This is an optimization exercise on Yosys and OpenROAD, whose aim is small area and a short achievable clock period, not a production implementation.
RTL that was checked went through simulation tests only; none was proved equivalent to the original.
Power figures rest on the tool's default switching activity, not on a simulated workload.

==> garnet <==
==> flow/design.v (excerpt) <==
module APB_Square
(
    input wire PWRITE,
    input wire PCLK,
    input wire PSEL,
    input wire [31:0] PADDR,
    input wire [31:0] PWDATA,
    output reg [31:0] PRDATA,
    input wire PENABLE,
    output reg PREADY,
    input PRESET
);
export LEC_CHECK = 0
export CAP_MARGIN = 20
export CORE_MARGIN = 2
export CORE_UTILIZATION = 40
export SETUP_SLACK_MARGIN = 5
export SLEW_MARGIN = 20
export SYNTH_HIERARCHICAL = 1
create_clock -name core_clock -period 8.5 [get_ports {PCLK}]
run.sh (not shown) runs the stock make flow with config.mk's settings and CLKGATE_MAP_FILE= SYNTH_SCRIPT=/design/flow/synth_recipe.tcl, a recipe that flattens the netlist after the stock synthesis.
==> inputs of raven, as changes to garnet <==
SETUP_SLACK_MARGIN = not set   (was 5)
==> comparison table <==
	garnet	raven
Post-layout total power	1631 uW	1599 uW
Flip-flop and latch share of the layout cell area	0.1413	0.1560
Antenna violations before repair	1	0
DR vias	15670	14580
Global placer's final weighted congestion	0.8939	0.9139
First-iteration detailed-routing DRC count	1499	1347
Total buffers and inverters traversed by the critical path	0	2
Average routed wire per standard cell	26.86 microns	25.38 microns
Sequential fraction of design power	0.459	0.472
Buffers excl. clock	299	164
Outcome	timing/DRC/antenna clean	timing/DRC/antenna clean
Post-route cell area	23520 sq um	20770 sq um
Placement-stage worst setup slack	3.053 ns	3.082 ns
Function was not checked in any run of this note: the RTL went through the layout flow alone.

========
==> branch yarrow <==
APB_Square, a different RTL version from the one above (not shown whole).
clock: 8.5 ns
lec_check: 0
cap_margin: 20
core_margin: 2
core_utilization: 60
cts_buf_list: sky130_fd_sc_hd__clkbuf_4
slew_margin: 20
synth_hierarchical: 1
standard.sh (not shown) runs the stock make flow with config.mk's settings and CLKGATE_MAP_FILE= SYNTH_SCRIPT=/design/flow/synth_recipe.tcl, a recipe that flattens the netlist after the stock synthesis.
==> flow/flow/run.sh <==
#!/bin/bash
# The standard layout (standard.sh: standard synthesis through finish), with the
# port buffers that buffer_ports inserts made the smallest buffer cell.
set -euo pipefail
export BUFFER_PORTS_ARGS="-buffer_cell sky130_fd_sc_hd__buf_1"
export SETUP_SLACK_MARGIN=5.3
bash standard.sh > standard.log 2>&1
==> branch violet: changes against branch yarrow <==
--- a/flow/flow/run.sh
+++ b/flow/flow/run.sh
@@ -4,4 +4,3 @@
 set -euo pipefail
 export BUFFER_PORTS_ARGS="-buffer_cell sky130_fd_sc_hd__buf_1"
-export SETUP_SLACK_MARGIN=5.3
 bash standard.sh > standard.log 2>&1
--- a/flow/config.mk
+++ b/flow/config.mk
@@ -10,4 +10,5 @@
 export CORE_UTILIZATION = 60
 export CTS_BUF_LIST = sky130_fd_sc_hd__clkbuf_4
+export SETUP_SLACK_MARGIN = 5
 export SLEW_MARGIN = 20
 export SYNTH_HIERARCHICAL = 1
==> branch xenon: changes against branch yarrow <==
==> flow/run.sh (new file) <==
#!/bin/bash
# synth_recipe.tcl (not shown) runs the flow's synth.tcl, then flattens the netlist and writes it again
# the make line also repeats each setting of config.mk as NAME=value (left out here)
make -C /OpenROAD-flow-scripts/flow DESIGN_CONFIG=/design/flow/config.mk WORK_HOME=/design/flow/orfs CLKGATE_MAP_FILE= SYNTH_SCRIPT=/design/flow/synth_recipe.tcl finish
--- a/flow/config.mk
+++ b/flow/config.mk
@@ -8,6 +8,6 @@
 export CAP_MARGIN = 20
 export CORE_MARGIN = 2
-export CORE_UTILIZATION = 60
-export CTS_BUF_LIST = sky130_fd_sc_hd__clkbuf_4
+export CORE_UTILIZATION = 40
+export SETUP_SLACK_MARGIN = 5
 export SLEW_MARGIN = 20
 export SYNTH_HIERARCHICAL = 1
removed: flow/flow/run.sh
removed: flow/standard.sh
==> summary of the runs <==
Branch xenon passed the timing, design-rule and antenna checks. Branch yarrow finished clean. Branch violet completed with no timing, DRC or antenna violations. Global-route usage, lowest first: branch xenon, branch violet, branch yarrow. Via count: branch violet < branch xenon < branch yarrow. Non-clock buffer count, highest first: branch yarrow, branch xenon, branch violet. Final area, highest first: branch xenon, branch yarrow, branch violet. Between branch xenon and branch yarrow, the lower register-to-register slack is in branch xenon (gap 0.08 ns). First-iteration DRC count: branch violet < branch xenon < branch yarrow. In synthesized cell count, branch yarrow and branch violet do not differ. Maximum frequency, highest first: branch yarrow, branch violet, branch xenon.
==> figures <==
| quantity | branch violet | branch yarrow | branch xenon |
|---|---|---|---|
| Reg2reg start | cs_r[40] | b[3] | a[15] |
| Crit path top cell by count | fa_1 | fa_2 | fa_1 |
| Count of fill cells added during filler insertion | 2,208 | 1,911 | 3,747 |
| Biggest power consumer among the groups | sequential cells | sequential cells | clock |
| Power consumed by the clock network | 915 uW | 944 uW | 1.13 mW |
| Switching power share of the total | 25.1% | 25.1% | 22.5% |
| Outcome | finished clean | finished clean | finished clean |
| Core area | 0.0278 sq mm | 0.0278 sq mm | 0.0419 sq mm |
| Sequential portion of the cell area | 21.9% | 20.6% | 20.3% |
| Wire per inst | 25.1 um | 26.9 um | 25.8 um |
| Die Y-Extent | 172 um | 172 um | 210 um |
| Number of clock buffers inserted by TritonCTS | 57 | 57 | 25 |
| Shortest period the worst path allows | 3.47 ns | 3.44 ns | 3.52 ns |
| Area of the die | 0.0296 sq mm | 0.0296 sq mm | 0.0440 sq mm |
| Leak pwr | 9.54 nW | 10.0 nW | 10.1 nW |
| Total number of multi-input combinational cells | 1,446 | 1,449 | 1,452 |
| Global-route usage over all layers | 40.8% | 44.3% | 29.2% |

========
==> wip/willow: inputs <==
Another version of the RTL of APB_Square (not shown whole).
// APB_Square
module APB_Square
(
    input wire PWRITE,
    input wire PCLK,
    input wire PSEL,
    input wire [31:0] PADDR,
    input wire [31:0] PWDATA,
    output reg [31:0] PRDATA,
    input wire PENABLE,
    output reg PREADY,
    input PRESET
);
clock: 8.5 ns
lec_check: 0
cap_margin: 20
core_margin: 2
core_utilization: 50
slew_margin: 20
synth_hierarchical: 1
==> flow/flow/run.sh <==
#!/bin/bash
# The standard layout (standard.sh), in two calls: synthesis, floorplan and placement
# with no setup margin, then clock tree, routing and finish with the repair aiming 4.75 ns
# below the clock period. buffer_ports uses the smallest buffer cell.
set -euo pipefail
export BUFFER_PORTS_ARGS="-buffer_cell sky130_fd_sc_hd__buf_1"
bash standard.sh synth floorplan place > standard_1.log 2>&1
export SETUP_SLACK_MARGIN=4.75
bash standard.sh > standard_2.log 2>&1
==> wip/harbor: changes against wip/willow <==
--- a/flow/design.v
+++ b/flow/design.v
@@ -69,15 +69,15 @@
   apb_xnor u_ny0_26 (.x(a[26]), .n(neg0), .y(ny0[26]));
   apb_xnor u_ny0_27 (.x(a[27]), .n(neg0), .y(ny0[27]));
   apb_xnor u_ny0_28 (.x(a[28]), .n(neg0), .y(ny0[28]));
   apb_xnor u_ny0_29 (.x(a[29]), .n(neg0), .y(ny0[29]));
   apb_xnor u_ny0_30 (.x(a[30]), .n(neg0), .y(ny0[30]));
   apb_xnor u_ny0_31 (.x(a[31]), .n(neg0), .y(ny0[31]));
   wire pp0_0 = ~none0 & a[0];
-  wire nc0 = neg0 & (none0 | ~a[0]);
+  wire nc0 = neg0 & ~pp0_0;
   wire pp0_1;
   apb_sel u_pp0_1 (.none(none0), .ntwo(ntwo0), .nx(ny0[0]), .ny(ny0[1]), .t(pp0_1));
   wire pp0_2;
   apb_sel u_pp0_2 (.none(none0), .ntwo(ntwo0), .nx(ny0[1]), .ny(ny0[2]), .t(pp0_2));
   wire pp0_3;
   apb_sel u_pp0_3 (.none(none0), .ntwo(ntwo0), .nx(ny0[2]), .ny(ny0[3]), .t(pp0_3));
   wire pp0_4;
@@ -167,15 +167,15 @@
   apb_xnor u_ny1_24 (.x(a[24]), .n(neg1), .y(ny1[24]));
   apb_xnor u_ny1_25 (.x(a[25]), .n(neg1), .y(ny1[25]));
   apb_xnor u_ny1_26 (.x(a[26]), .n(neg1), .y(ny1[26]));
   apb_xnor u_ny1_27 (.x(a[27]), .n(neg1), .y(ny1[27]));
   apb_xnor u_ny1_28 (.x(a[28]), .n(neg1), .y(ny1[28]));
   apb_xnor u_ny1_29 (.x(a[29]), .n(neg1), .y(ny1[29]));
   wire pp1_0 = ~none1 & a[0];
-  wire nc1 = neg1 & (none1 | ~a[0]);
+  wire nc1 = neg1 & ~pp1_0;
   wire pp1_1;
   apb_sel u_pp1_1 (.none(none1), .ntwo(ntwo1), .nx(ny1[0]), .ny(ny1[1]), .t(pp1_1));
   wire pp1_2;
   apb_sel u_pp1_2 (.none(none1), .ntwo(ntwo1), .nx(ny1[1]), .ny(ny1[2]), .t(pp1_2));
   wire pp1_3;
   apb_sel u_pp1_3 (.none(none1), .ntwo(ntwo1), .nx(ny1[2]), .ny(ny1[3]), .t(pp1_3));
   wire pp1_4;
@@ -259,15 +259,15 @@
   apb_xnor u_ny2_22 (.x(a[22]), .n(neg2), .y(ny2[22]));
   apb_xnor u_ny2_23 (.x(a[23]), .n(neg2), .y(ny2[23]));
   apb_xnor u_ny2_24 (.x(a[24]), .n(neg2), .y(ny2[24]));
   apb_xnor u_ny2_25 (.x(a[25]), .n(neg2), .y(ny2[25]));
   apb_xnor u_ny2_26 (.x(a[26]), .n(neg2), .y(ny2[26]));
   apb_xnor u_ny2_27 (.x(a[27]), .n(neg2), .y(ny2[27]));
   wire pp2_0 = ~none2 & a[0];
-  wire nc2 = neg2 & (none2 | ~a[0]);
+  wire nc2 = neg2 & ~pp2_0;
   wire pp2_1;
   apb_sel u_pp2_1 (.none(none2), .ntwo(ntwo2), .nx(ny2[0]), .ny(ny2[1]), .t(pp2_1));
   wire pp2_2;
   apb_sel u_pp2_2 (.none(none2), .ntwo(ntwo2), .nx(ny2[1]), .ny(ny2[2]), .t(pp2_2));
   wire pp2_3;
   apb_sel u_pp2_3 (.none(none2), .ntwo(ntwo2), .nx(ny2[2]), .ny(ny2[3]), .t(pp2_3));
   wire pp2_4;
@@ -345,15 +345,15 @@
   apb_xnor u_ny3_20 (.x(a[20]), .n(neg3), .y(ny3[20]));
   apb_xnor u_ny3_21 (.x(a[21]), .n(neg3), .y(ny3[21]));
   apb_xnor u_ny3_22 (.x(a[22]), .n(neg3), .y(ny3[22]));
   apb_xnor u_ny3_23 (.x(a[23]), .n(neg3), .y(ny3[23]));
   apb_xnor u_ny3_24 (.x(a[24]), .n(neg3), .y(ny3[24]));
   apb_xnor u_ny3_25 (.x(a[25]), .n(neg3), .y(ny3[25]));
   wire pp3_0 = ~none3 & a[0];
-  wire nc3 = neg3 & (none3 | ~a[0]);
+  wire nc3 = neg3 & ~pp3_0;
   wire pp3_1;
   apb_sel u_pp3_1 (.none(none3), .ntwo(ntwo3), .nx(ny3[0]), .ny(ny3[1]), .t(pp3_1));
   wire pp3_2;
   apb_sel u_pp3_2 (.none(none3), .ntwo(ntwo3), .nx(ny3[1]), .ny(ny3[2]), .t(pp3_2));
   wire pp3_3;
   apb_sel u_pp3_3 (.none(none3), .ntwo(ntwo3), .nx(ny3[2]), .ny(ny3[3]), .t(pp3_3));
   wire pp3_4;
@@ -425,15 +425,15 @@
   apb_xnor u_ny4_18 (.x(a[18]), .n(neg4), .y(ny4[18]));
   apb_xnor u_ny4_19 (.x(a[19]), .n(neg4), .y(ny4[19]));
   apb_xnor u_ny4_20 (.x(a[20]), .n(neg4), .y(ny4[20]));
   apb_xnor u_ny4_21 (.x(a[21]), .n(neg4), .y(ny4[21]));
   apb_xnor u_ny4_22 (.x(a[22]), .n(neg4), .y(ny4[22]));
   apb_xnor u_ny4_23 (.x(a[23]), .n(neg4), .y(ny4[23]));
   wire pp4_0 = ~none4 & a[0];
-  wire nc4 = neg4 & (none4 | ~a[0]);
+  wire nc4 = neg4 & ~pp4_0;
   wire pp4_1;
   apb_sel u_pp4_1 (.none(none4), .ntwo(ntwo4), .nx(ny4[0]), .ny(ny4[1]), .t(pp4_1));
   wire pp4_2;
   apb_sel u_pp4_2 (.none(none4), .ntwo(ntwo4), .nx(ny4[1]), .ny(ny4[2]), .t(pp4_2));
   wire pp4_3;
   apb_sel u_pp4_3 (.none(none4), .ntwo(ntwo4), .nx(ny4[2]), .ny(ny4[3]), .t(pp4_3));
   wire pp4_4;
@@ -499,15 +499,15 @@
   apb_xnor u_ny5_16 (.x(a[16]), .n(neg5), .y(ny5[16]));
   apb_xnor u_ny5_17 (.x(a[17]), .n(neg5), .y(ny5[17]));
   apb_xnor u_ny5_18 (.x(a[18]), .n(neg5), .y(ny5[18]));
   apb_xnor u_ny5_19 (.x(a[19]), .n(neg5), .y(ny5[19]));
   apb_xnor u_ny5_20 (.x(a[20]), .n(neg5), .y(ny5[20]));
   apb_xnor u_ny5_21 (.x(a[21]), .n(neg5), .y(ny5[21]));
   wire pp5_0 = ~none5 & a[0];
-  wire nc5 = neg5 & (none5 | ~a[0]);
+  wire nc5 = neg5 & ~pp5_0;
   wire pp5_1;
   apb_sel u_pp5_1 (.none(none5), .ntwo(ntwo5), .nx(ny5[0]), .ny(ny5[1]), .t(pp5_1));
   wire pp5_2;
   apb_sel u_pp5_2 (.none(none5), .ntwo(ntwo5), .nx(ny5[1]), .ny(ny5[2]), .t(pp5_2));
   wire pp5_3;
   apb_sel u_pp5_3 (.none(none5), .ntwo(ntwo5), .nx(ny5[2]), .ny(ny5[3]), .t(pp5_3));
   wire pp5_4;
@@ -567,15 +567,15 @@
   apb_xnor u_ny6_14 (.x(a[14]), .n(neg6), .y(ny6[14]));
   apb_xnor u_ny6_15 (.x(a[15]), .n(neg6), .y(ny6[15]));
   apb_xnor u_ny6_16 (.x(a[16]), .n(neg6), .y(ny6[16]));
   apb_xnor u_ny6_17 (.x(a[17]), .n(neg6), .y(ny6[17]));
   apb_xnor u_ny6_18 (.x(a[18]), .n(neg6), .y(ny6[18]));
   apb_xnor u_ny6_19 (.x(a[19]), .n(neg6), .y(ny6[19]));
   wire pp6_0 = ~none6 & a[0];
-  wire nc6 = neg6 & (none6 | ~a[0]);
+  wire nc6 = neg6 & ~pp6_0;
   wire pp6_1;
   apb_sel u_pp6_1 (.none(none6), .ntwo(ntwo6), .nx(ny6[0]), .ny(ny6[1]), .t(pp6_1));
   wire pp6_2;
   apb_sel u_pp6_2 (.none(none6), .ntwo(ntwo6), .nx(ny6[1]), .ny(ny6[2]), .t(pp6_2));
   wire pp6_3;
   apb_sel u_pp6_3 (.none(none6), .ntwo(ntwo6), .nx(ny6[2]), .ny(ny6[3]), .t(pp6_3));
   wire pp6_4;
@@ -629,15 +629,15 @@
   apb_xnor u_ny7_12 (.x(a[12]), .n(neg7), .y(ny7[12]));
   apb_xnor u_ny7_13 (.x(a[13]), .n(neg7), .y(ny7[13]));
   apb_xnor u_ny7_14 (.x(a[14]), .n(neg7), .y(ny7[14]));
   apb_xnor u_ny7_15 (.x(a[15]), .n(neg7), .y(ny7[15]));
   apb_xnor u_ny7_16 (.x(a[16]), .n(neg7), .y(ny7[16]));
   apb_xnor u_ny7_17 (.x(a[17]), .n(neg7), .y(ny7[17]));
   wire pp7_0 = ~none7 & a[0];
-  wire nc7 = neg7 & (none7 | ~a[0]);
+  wire nc7 = neg7 & ~pp7_0;
   wire pp7_1;
   apb_sel u_pp7_1 (.none(none7), .ntwo(ntwo7), .nx(ny7[0]), .ny(ny7[1]), .t(pp7_1));
   wire pp7_2;
   apb_sel u_pp7_2 (.none(none7), .ntwo(ntwo7), .nx(ny7[1]), .ny(ny7[2]), .t(pp7_2));
   wire pp7_3;
   apb_sel u_pp7_3 (.none(none7), .ntwo(ntwo7), .nx(ny7[2]), .ny(ny7[3]), .t(pp7_3));
   wire pp7_4;
@@ -685,15 +685,15 @@
   apb_xnor u_ny8_10 (.x(a[10]), .n(neg8), .y(ny8[10]));
   apb_xnor u_ny8_11 (.x(a[11]), .n(neg8), .y(ny8[11]));
   apb_xnor u_ny8_12 (.x(a[12]), .n(neg8), .y(ny8[12]));
   apb_xnor u_ny8_13 (.x(a[13]), .n(neg8), .y(ny8[13]));
   apb_xnor u_ny8_14 (.x(a[14]), .n(neg8), .y(ny8[14]));
   apb_xnor u_ny8_15 (.x(a[15]), .n(neg8), .y(ny8[15]));
   wire pp8_0 = ~none8 & a[0];
-  wire nc8 = neg8 & (none8 | ~a[0]);
+  wire nc8 = neg8 & ~pp8_0;
   wire pp8_1;
   apb_sel u_pp8_1 (.none(none8), .ntwo(ntwo8), .nx(ny8[0]), .ny(ny8[1]), .t(pp8_1));
   wire pp8_2;
   apb_sel u_pp8_2 (.none(none8), .ntwo(ntwo8), .nx(ny8[1]), .ny(ny8[2]), .t(pp8_2));
   wire pp8_3;
   apb_sel u_pp8_3 (.none(none8), .ntwo(ntwo8), .nx(ny8[2]), .ny(ny8[3]), .t(pp8_3));
   wire pp8_4;
@@ -735,15 +735,15 @@
   apb_xnor u_ny9_8 (.x(a[8]), .n(neg9), .y(ny9[8]));
   apb_xnor u_ny9_9 (.x(a[9]), .n(neg9), .y(ny9[9]));
   apb_xnor u_ny9_10 (.x(a[10]), .n(neg9), .y(ny9[10]));
   apb_xnor u_ny9_11 (.x(a[11]), .n(neg9), .y(ny9[11]));
   apb_xnor u_ny9_12 (.x(a[12]), .n(neg9), .y(ny9[12]));
   apb_xnor u_ny9_13 (.x(a[13]), .n(neg9), .y(ny9[13]));
   wire pp9_0 = ~none9 & a[0];
-  wire nc9 = neg9 & (none9 | ~a[0]);
+  wire nc9 = neg9 & ~pp9_0;
   wire pp9_1;
   apb_sel u_pp9_1 (.none(none9), .ntwo(ntwo9), .nx(ny9[0]), .ny(ny9[1]), .t(pp9_1));
   wire pp9_2;
   apb_sel u_pp9_2 (.none(none9), .ntwo(ntwo9), .nx(ny9[1]), .ny(ny9[2]), .t(pp9_2));
   wire pp9_3;
   apb_sel u_pp9_3 (.none(none9), .ntwo(ntwo9), .nx(ny9[2]), .ny(ny9[3]), .t(pp9_3));
   wire pp9_4;
@@ -779,15 +779,15 @@
   apb_xnor u_ny10_6 (.x(a[6]), .n(neg10), .y(ny10[6]));
   apb_xnor u_ny10_7 (.x(a[7]), .n(neg10), .y(ny10[7]));
   apb_xnor u_ny10_8 (.x(a[8]), .n(neg10), .y(ny10[8]));
   apb_xnor u_ny10_9 (.x(a[9]), .n(neg10), .y(ny10[9]));
   apb_xnor u_ny10_10 (.x(a[10]), .n(neg10), .y(ny10[10]));
   apb_xnor u_ny10_11 (.x(a[11]), .n(neg10), .y(ny10[11]));
   wire pp10_0 = ~none10 & a[0];
-  wire nc10 = neg10 & (none10 | ~a[0]);
+  wire nc10 = neg10 & ~pp10_0;
   wire pp10_1;
   apb_sel u_pp10_1 (.none(none10), .ntwo(ntwo10), .nx(ny10[0]), .ny(ny10[1]), .t(pp10_1));
   wire pp10_2;
   apb_sel u_pp10_2 (.none(none10), .ntwo(ntwo10), .nx(ny10[1]), .ny(ny10[2]), .t(pp10_2));
   wire pp10_3;
   apb_sel u_pp10_3 (.none(none10), .ntwo(ntwo10), .nx(ny10[2]), .ny(ny10[3]), .t(pp10_3));
   wire pp10_4;
@@ -817,15 +817,15 @@
   apb_xnor u_ny11_4 (.x(a[4]), .n(neg11), .y(ny11[4]));
   apb_xnor u_ny11_5 (.x(a[5]), .n(neg11), .y(ny11[5]));
   apb_xnor u_ny11_6 (.x(a[6]), .n(neg11), .y(ny11[6]));
   apb_xnor u_ny11_7 (.x(a[7]), .n(neg11), .y(ny11[7]));
   apb_xnor u_ny11_8 (.x(a[8]), .n(neg11), .y(ny11[8]));
   apb_xnor u_ny11_9 (.x(a[9]), .n(neg11), .y(ny11[9]));
   wire pp11_0 = ~none11 & a[0];
-  wire nc11 = neg11 & (none11 | ~a[0]);
+  wire nc11 = neg11 & ~pp11_0;
   wire pp11_1;
   apb_sel u_pp11_1 (.none(none11), .ntwo(ntwo11), .nx(ny11[0]), .ny(ny11[1]), .t(pp11_1));
   wire pp11_2;
   apb_sel u_pp11_2 (.none(none11), .ntwo(ntwo11), .nx(ny11[1]), .ny(ny11[2]), .t(pp11_2));
   wire pp11_3;
   apb_sel u_pp11_3 (.none(none11), .ntwo(ntwo11), .nx(ny11[2]), .ny(ny11[3]), .t(pp11_3));
   wire pp11_4;
@@ -849,15 +849,15 @@
   apb_xnor u_ny12_2 (.x(a[2]), .n(neg12), .y(ny12[2]));
   apb_xnor u_ny12_3 (.x(a[3]), .n(neg12), .y(ny12[3]));
   apb_xnor u_ny12_4 (.x(a[4]), .n(neg12), .y(ny12[4]));
   apb_xnor u_ny12_5 (.x(a[5]), .n(neg12), .y(ny12[5]));
   apb_xnor u_ny12_6 (.x(a[6]), .n(neg12), .y(ny12[6]));
   apb_xnor u_ny12_7 (.x(a[7]), .n(neg12), .y(ny12[7]));
   wire pp12_0 = ~none12 & a[0];
-  wire nc12 = neg12 & (none12 | ~a[0]);
+  wire nc12 = neg12 & ~pp12_0;
   wire pp12_1;
   apb_sel u_pp12_1 (.none(none12), .ntwo(ntwo12), .nx(ny12[0]), .ny(ny12[1]), .t(pp12_1));
   wire pp12_2;
   apb_sel u_pp12_2 (.none(none12), .ntwo(ntwo12), .nx(ny12[1]), .ny(ny12[2]), .t(pp12_2));
   wire pp12_3;
   apb_sel u_pp12_3 (.none(none12), .ntwo(ntwo12), .nx(ny12[2]), .ny(ny12[3]), .t(pp12_3));
   wire pp12_4;
@@ -875,15 +875,15 @@
   apb_xnor u_ny13_0 (.x(a[0]), .n(neg13), .y(ny13[0]));
   apb_xnor u_ny13_1 (.x(a[1]), .n(neg13), .y(ny13[1]));
   apb_xnor u_ny13_2 (.x(a[2]), .n(neg13), .y(ny13[2]));
   apb_xnor u_ny13_3 (.x(a[3]), .n(neg13), .y(ny13[3]));
   apb_xnor u_ny13_4 (.x(a[4]), .n(neg13), .y(ny13[4]));
   apb_xnor u_ny13_5 (.x(a[5]), .n(neg13), .y(ny13[5]));
   wire pp13_0 = ~none13 & a[0];
-  wire nc13 = neg13 & (none13 | ~a[0]);
+  wire nc13 = neg13 & ~pp13_0;
   wire pp13_1;
   apb_sel u_pp13_1 (.none(none13), .ntwo(ntwo13), .nx(ny13[0]), .ny(ny13[1]), .t(pp13_1));
   wire pp13_2;
   apb_sel u_pp13_2 (.none(none13), .ntwo(ntwo13), .nx(ny13[1]), .ny(ny13[2]), .t(pp13_2));
   wire pp13_3;
   apb_sel u_pp13_3 (.none(none13), .ntwo(ntwo13), .nx(ny13[2]), .ny(ny13[3]), .t(pp13_3));
   wire pp13_4;
@@ -895,29 +895,29 @@
   apb_benc u_benc14 (.b2(b[29]), .b1(b[28]), .b0(b[27]), .ntwo(ntwo14), .neg(neg14));
   wire [3:0] ny14;
   apb_xnor u_ny14_0 (.x(a[0]), .n(neg14), .y(ny14[0]));
   apb_xnor u_ny14_1 (.x(a[1]), .n(neg14), .y(ny14[1]));
   apb_xnor u_ny14_2 (.x(a[2]), .n(neg14), .y(ny14[2]));
   apb_xnor u_ny14_3 (.x(a[3]), .n(neg14), .y(ny14[3]));
   wire pp14_0 = ~none14 & a[0];
-  wire nc14 = neg14 & (none14 | ~a[0]);
+  wire nc14 = neg14 & ~pp14_0;
   wire pp14_1;
   apb_sel u_pp14_1 (.none(none14), .ntwo(ntwo14), .nx(ny14[0]), .ny(ny14[1]), .t(pp14_1));
   wire pp14_2;
   apb_sel u_pp14_2 (.none(none14), .ntwo(ntwo14), .nx(ny14[1]), .ny(ny14[2]), .t(pp14_2));
   wire pp14_3;
   apb_sel u_pp14_3 (.none(none14), .ntwo(ntwo14), .nx(ny14[2]), .ny(ny14[3]), .t(pp14_3));
   wire none15, ntwo15, neg15;
   apb_xnor u_none15 (.x(b[30]), .n(b[29]), .y(none15));
   apb_benc u_benc15 (.b2(b[31]), .b1(b[30]), .b0(b[29]), .ntwo(ntwo15), .neg(neg15));
   wire [1:0] ny15;
   apb_xnor u_ny15_0 (.x(a[0]), .n(neg15), .y(ny15[0]));
   apb_xnor u_ny15_1 (.x(a[1]), .n(neg15), .y(ny15[1]));
   wire pp15_0 = ~none15 & a[0];
-  wire nc15 = neg15 & (none15 | ~a[0]);
+  wire nc15 = neg15 & ~pp15_0;
   wire pp15_1;
   apb_sel u_pp15_1 (.none(none15), .ntwo(ntwo15), .nx(ny15[0]), .ny(ny15[1]), .t(pp15_1));
   wire s1, k2;
   apb_ha u_s1 (.x(pp0_3), .y(nc1), .s(s1), .c(k2));
   wire s3, k4;
   apb_fa u_s3 (.x(pp0_4), .y(pp1_2), .z(pp2_0), .s(s3), .c(k4));
   wire s5, k6;
==> flow/flow/run.sh (replaced) <==
#!/bin/bash
# The standard layout (standard.sh), in two calls: synthesis, floorplan and placement
# with no setup margin, then clock tree, routing and finish with the repair aiming 4.5 ns
# below the clock period. buffer_ports uses the smallest buffer cell.
set -euo pipefail
export BUFFER_PORTS_ARGS="-buffer_cell sky130_fd_sc_hd__buf_1"
bash standard.sh synth floorplan place > standard_1.log 2>&1
export SETUP_SLACK_MARGIN=4.5
bash standard.sh > standard_2.log 2>&1
==> wip/pepper: changes against wip/willow <==
==> flow/flow/run.sh (replaced) <==
#!/bin/bash
# The standard layout (standard.sh), in two calls: synthesis, floorplan and placement
# with no setup margin, then clock tree, routing and finish with the repair aiming 5 ns
# below the clock period. buffer_ports uses the smallest buffer cell.
set -euo pipefail
export BUFFER_PORTS_ARGS="-buffer_cell sky130_fd_sc_hd__buf_1"
bash standard.sh synth floorplan place > standard_1.log 2>&1
export SETUP_SLACK_MARGIN=5
bash standard.sh > standard_2.log 2>&1
==> flow/config.mk (replaced) <==
export PLATFORM = sky130hd
export DESIGN_NAME = APB_Square
export DESIGN_NICKNAME = APB_Square
export VERILOG_FILES = /design/flow/design.v
export SDC_FILE = /design/flow/constraint.sdc
export NUM_CORES = 4
export LEC_CHECK = 0
export CAP_MARGIN = 20
export CORE_MARGIN = 2
export CORE_UTILIZATION = 55
export SLEW_MARGIN = 20
export SYNTH_HIERARCHICAL = 1
==> comparison <==
The lowest power belongs to wip/pepper, the highest to wip/harbor. Worst setup slack: wip/pepper > wip/willow > wip/harbor. wip/willow completed with no timing, DRC or antenna violations. wip/harbor finished clean. wip/pepper finished with timing, DRC and antenna clean. The lowest utilization belongs to wip/harbor, the highest to wip/pepper. Synthesized cell count is the same in wip/willow and wip/harbor. Of wip/harbor and wip/willow, wip/willow has the higher maximum frequency (gap 7.7%, measured against wip/willow).
==> figures <==
quantity                                                                   wip/harbor         wip/pepper          wip/willow
First-pass GRT wire length                                                   87300 µm           89400 µm            89600 µm
P&R area growth vs syn                                                          11.4%              17.8%               12.6%
Required time of the critical path                                            8.83 ns            8.85 ns             8.83 ns
Number of placed instances with taps included                                    2271               2221                2272
Source-to-sink clock delay at the later pin of the worst-skew pair            0.46 ns            0.48 ns             0.47 ns
Outcome                                                                finished clean     finished clean      finished clean
FF-to-FF Start                                                      b[3]$_SDFFE_PP0P_  b[1]$_SDFFE_PP0P_  a[11]$_SDFFE_PP0P_
Tapcell Cnt                                                                       442                390                 442
Layout clock buffer count                                                          20                 18                  19
Worst Path Max Fanout                                                              31                 15                  13
Comb_multi_in                                                                    1494               1497                1495
RePlAce Congestion                                                              0.955              0.948               0.936
Function not checked in wip/harbor: the RTL went through the layout flow alone.

-- re-timing with driven ports --
How much do the figures lean on ideal ports? The routed layouts below were timed once more, with nothing changed but the port constraints.
Step 1 (the two cells are an assumption about what drives the block):
set clk [get_ports {PCLK}]
set_driving_cell -lib_cell sky130_fd_sc_hd__clkbuf_16 $clk
set_driving_cell -lib_cell sky130_fd_sc_hd__buf_2 [delete_from_list [all_inputs] $clk]
Step 2 times the ports against the registers' clock, not the clock port: input delays grow and output delays shrink by t, the midpoint of the rising clock arrivals with the driver on.
Slacks: ideal / step 1 / step 2; pairs: ideal / step 1.
| run | t, ns | setup slack, ns | slew at the worst register clock pin (ns) | cell pins on the clock port's net |
|---|---|---|---|---|
| garnet | 0.522 | 4.034 / 4.034 / 4.034 | 0.08 / 0.08 | 1 |
| raven | 0.528 | 3.050 / 3.050 / 3.050 | 0.08 / 0.08 | 1 |
| branch yarrow | 0.784 | 5.055 / 5.055 / 4.630 | 0.08 / 0.08 | 1 |
| branch violet | 0.787 | 5.030 / 5.030 / 4.426 | 0.09 / 0.09 | 1 |
| branch xenon | 0.619 | 4.980 / 4.980 / 4.401 | 0.06 / 0.06 | 1 |
| wip/willow | 0.519 | 4.825 / 4.825 / 4.447 | 0.08 / 0.08 | 1 |
| wip/harbor | 0.504 | 4.516 / 4.516 / 4.236 | 0.08 / 0.08 | 1 |
| wip/pepper | 0.524 | 4.999 / 4.999 / 4.525 | 0.08 / 0.08 | 1 |
After both steps setup and hold are still met in every run listed. For branch violet, which loses most, drivers alone change the setup slack by 0.000 ns; drivers and shift together by -0.604 ns.
